Source: an optimization exercise on an open RTL-to-GDS flow (aim: small area and a short achievable clock period). Production flows keep margins and buffers that such runs may drop. The RTL was checked by simulation tests, not by an equivalence proof against the original design. No activity file was given, so power comes from the tool's default toggle rates.

## harbor
## matrix_alu
module matrix_alu (
    input  wire         clk,
    input  wire         resetn,
    input  wire [31:0]  A,
    input  wire [31:0]  B,
    input  wire [1:0]   op,
    output wire [127:0] C
);
    reg        as_q, sub_q, mul_q, kro_q;
    always @(posedge clk or negedge resetn) begin
        if (!resetn) begin
            as_q  <= 1'b0;
            sub_q <= 1'b0;
            mul_q <= 1'b0;
            kro_q <= 1'b0;
        end else begin
            as_q  <= ~op[1];
            sub_q <= (op == 2'b01);
            mul_q <= (op == 2'b10);
            kro_q <= (op == 2'b11);
        end
    end
    wire [31:0] bx = (op == 2'b01) ? ~B : B;
    reg [7:0] a_q [0:3];
    reg [7:0] t_q [0:3];
    reg [3:0] d1_q [0:3], d2_q [0:3], d3_q [0:3];
    genvar gi, gk;
    generate
        for (gi = 0; gi < 4; gi = gi + 1) begin : g_in
            wire [7:0] ai = A[31-8*gi -: 8];
            wire [7:0] bi = bx[31-8*gi -: 8];
            always @(posedge clk) begin
                a_q[gi] <= ai;
                t_q[gi] <= ai + {ai[6:0], 1'b0};
            end
            for (gk = 0; gk < 4; gk = gk + 1) begin : g_dig
                always @(posedge clk) begin
                    d1_q[gi][gk] <= (bi[2*gk+1 -: 2] == 2'd1);
                    d2_q[gi][gk] <= (bi[2*gk+1 -: 2] == 2'd2);
                    d3_q[gi][gk] <= (bi[2*gk+1 -: 2] == 2'd3);
                end
            end
        end
    endgenerate
    wire [7:0] a0 = a_q[0], a1 = a_q[1], a2 = a_q[2], a3 = a_q[3];
    wire [7:0] t0 = t_q[0], t1 = t_q[1], t2 = t_q[2], t3 = t_q[3];
    wire [3:0] d1_0 = d1_q[0], d1_1 = d1_q[1], d1_2 = d1_q[2], d1_3 = d1_q[3];
  ...
==> flow/config.mk <==
export PLATFORM = sky130hd
export DESIGN_NAME = matrix_alu
export DESIGN_NICKNAME = matrix_alu
export VERILOG_FILES = /design/flow/design.v
export SDC_FILE = /design/flow/constraint.sdc
export NUM_CORES = 4
export LEC_CHECK = 0
export CAP_MARGIN = 20
export CORE_MARGIN = 2
export CORE_UTILIZATION = 40
export SETUP_SLACK_MARGIN = 1.0
export SLEW_MARGIN = 20
export SYNTH_HIERARCHICAL = 1
export SYNTH_MINIMUM_KEEP_SIZE = 0
==> flow/constraint.sdc <==
create_clock -name core_clock -period 6.5 [get_ports {clk}]
set_input_delay 1.3000 -clock core_clock [delete_from_list [all_inputs] [get_ports {clk}]]
set_output_delay 1.3000 -clock core_clock [all_outputs]
set_load 0.01 [all_outputs]
standard.sh (not shown) runs the stock make flow with config.mk's settings and CLKGATE_MAP_FILE= SYNTH_SCRIPT=/design/flow/synth_recipe.tcl, a recipe that flattens the netlist after the stock synthesis.
==> flow/flow/run.sh <==
#!/bin/bash
# Own layout flow: the standard ORFS flow (standard synthesis unchanged),
# with small, fast port buffers (buf_2 instead of the default delay buffer).
set -euo pipefail
bash standard.sh BUFFER_PORTS_ARGS="-buffer_cell sky130_fd_sc_hd__buf_2" finish > orfs_flow.log 2>&1
## Diff of input files: xenon against harbor
diff --git a/flow/design.v b/flow/design.v
--- a/flow/design.v
+++ b/flow/design.v
@@ -2021,36 +2021,36 @@
     assign m33_x382 = m33_x381 ^ m33_c374;
     wire m33_x383;
     assign m33_x383 = m33_x382 ^ m33_c376;
     wire m33_x384;
     assign m33_x384 = m33_x383 ^ m33_k378;
     wire [7:0] p33 = {~m33_x384, ~m33_h377, ~m33_s371, ~m33_h367, ~m33_s363, ~m33_h361, ~m33_pp0_1, ~m33_pp0_0};
+    wire [7:0] mm0 = p00 + p12;
+    wire [7:0] mm1 = p01 + p13;
+    wire [7:0] mm2 = p20 + p32;
+    wire [7:0] mm3 = p21 + p33;
     assign C[127:120] = {8{kro_q}} & p00;
     assign C[119:112] = {8{kro_q}} & p01;
     assign C[111:104] = {8{kro_q}} & p10;
     assign C[103:96] = {8{kro_q}} & p11;
     assign C[95:88] = {8{kro_q}} & p02;
     assign C[87:80] = {8{kro_q}} & p03;
     assign C[79:72] = {8{kro_q}} & p12;
     assign C[71:64] = {8{kro_q}} & p13;
     assign C[63:56] = {8{kro_q}} & p20;
     assign C[55:48] = {8{kro_q}} & p21;
     assign C[47:40] = {8{kro_q}} & p30;
     assign C[39:32] = {8{kro_q}} & p31;
-    wire [7:0] x0 = ({8{mul_q}} & p00) | ({8{as_q}} & a0);
-    wire [7:0] y0 = ({8{mul_q}} & p12) | ({8{kro_q}} & p22) | ({8{as_q}} & b0);
-    assign C[31:24] = x0 + y0 + {7'd0, sub_q};
-    wire [7:0] x1 = ({8{mul_q}} & p01) | ({8{as_q}} & a1);
-    wire [7:0] y1 = ({8{mul_q}} & p13) | ({8{kro_q}} & p23) | ({8{as_q}} & b1);
-    assign C[23:16] = x1 + y1 + {7'd0, sub_q};
-    wire [7:0] x2 = ({8{mul_q}} & p20) | ({8{as_q}} & a2);
-    wire [7:0] y2 = ({8{mul_q | kro_q}} & p32) | ({8{as_q}} & b2);
-    assign C[15:8] = x2 + y2 + {7'd0, sub_q};
-    wire [7:0] x3 = ({8{mul_q}} & p21) | ({8{as_q}} & a3);
-    wire [7:0] y3 = ({8{mul_q | kro_q}} & p33) | ({8{as_q}} & b3);
-    assign C[7:0] = x3 + y3 + {7'd0, sub_q};
+    wire [7:0] s0 = a0 + b0 + {7'd0, sub_q};
+    assign C[31:24] = ({8{as_q}} & s0) | ({8{mul_q}} & mm0) | ({8{kro_q}} & p22);
+    wire [7:0] s1 = a1 + b1 + {7'd0, sub_q};
+    assign C[23:16] = ({8{as_q}} & s1) | ({8{mul_q}} & mm1) | ({8{kro_q}} & p23);
+    wire [7:0] s2 = a2 + b2 + {7'd0, sub_q};
+    assign C[15:8] = ({8{as_q}} & s2) | ({8{mul_q}} & mm2) | ({8{kro_q}} & p32);
+    wire [7:0] s3 = a3 + b3 + {7'd0, sub_q};
+    assign C[7:0] = ({8{as_q}} & s3) | ({8{mul_q}} & mm3) | ({8{kro_q}} & p33);
 endmodule
 module fa (input wire a, input wire b, input wire ci, output wire s, output wire co);
     assign s  = a ^ b ^ ci;
     assign co = (a & b) | (ci & (a ^ b));
 endmodule
 module ha (input wire a, input wire b, output wire s, output wire co);
==> comparison <==
- Diff harbor -> xenon | worst hold slack | decrease of 5.3 ps
- Taking harbor over xenon, the synthesized area ratio works out to 0.946.
- The run showing the smaller number of tapcells is harbor.
- Power share of the sequential group: xenon vs harbor down 4.3 points
- Against harbor as the reference, xenon delivers a lower total setup buffers inserted after CTS.
- Comparing final critical path time including I/O delays and setup for harbor and xenon, the bigger number came from harbor.

[afterwards: timing with drivers on the ports]
In the flow no input, the clock included, has a driving cell. The finished layouts below were timed again as built, in two steps.
Step 1: set_driving_cell puts a clkbuf_16 on clk and a buf_2 on each other input, an assumption about the parent block.
Step 2 adds t to the input delays and takes it off the output delays; t is the mean of the earliest and latest rising clock arrival at the registers after step 1. Input paths then give back, and output paths get back, about the clock's delay inside the block.
Slacks: no drivers / after step 1 / after step 2; pairs: no drivers / after step 1.
| run | shift t [ns] | setup slack, ns | hold slack, ns | worst data-port slew with drivers (ns) |
|---|---|---|---|---|
| harbor | 0.392 | 0.995 / 0.949 / 1.341 | 0.747 / 0.726 / 1.118 | 0.08 |
| xenon | 0.416 | 1.055 / 1.004 / 1.420 | 0.742 / 0.713 / 1.129 | 0.05 |
After both steps setup and hold are still met in every run listed.
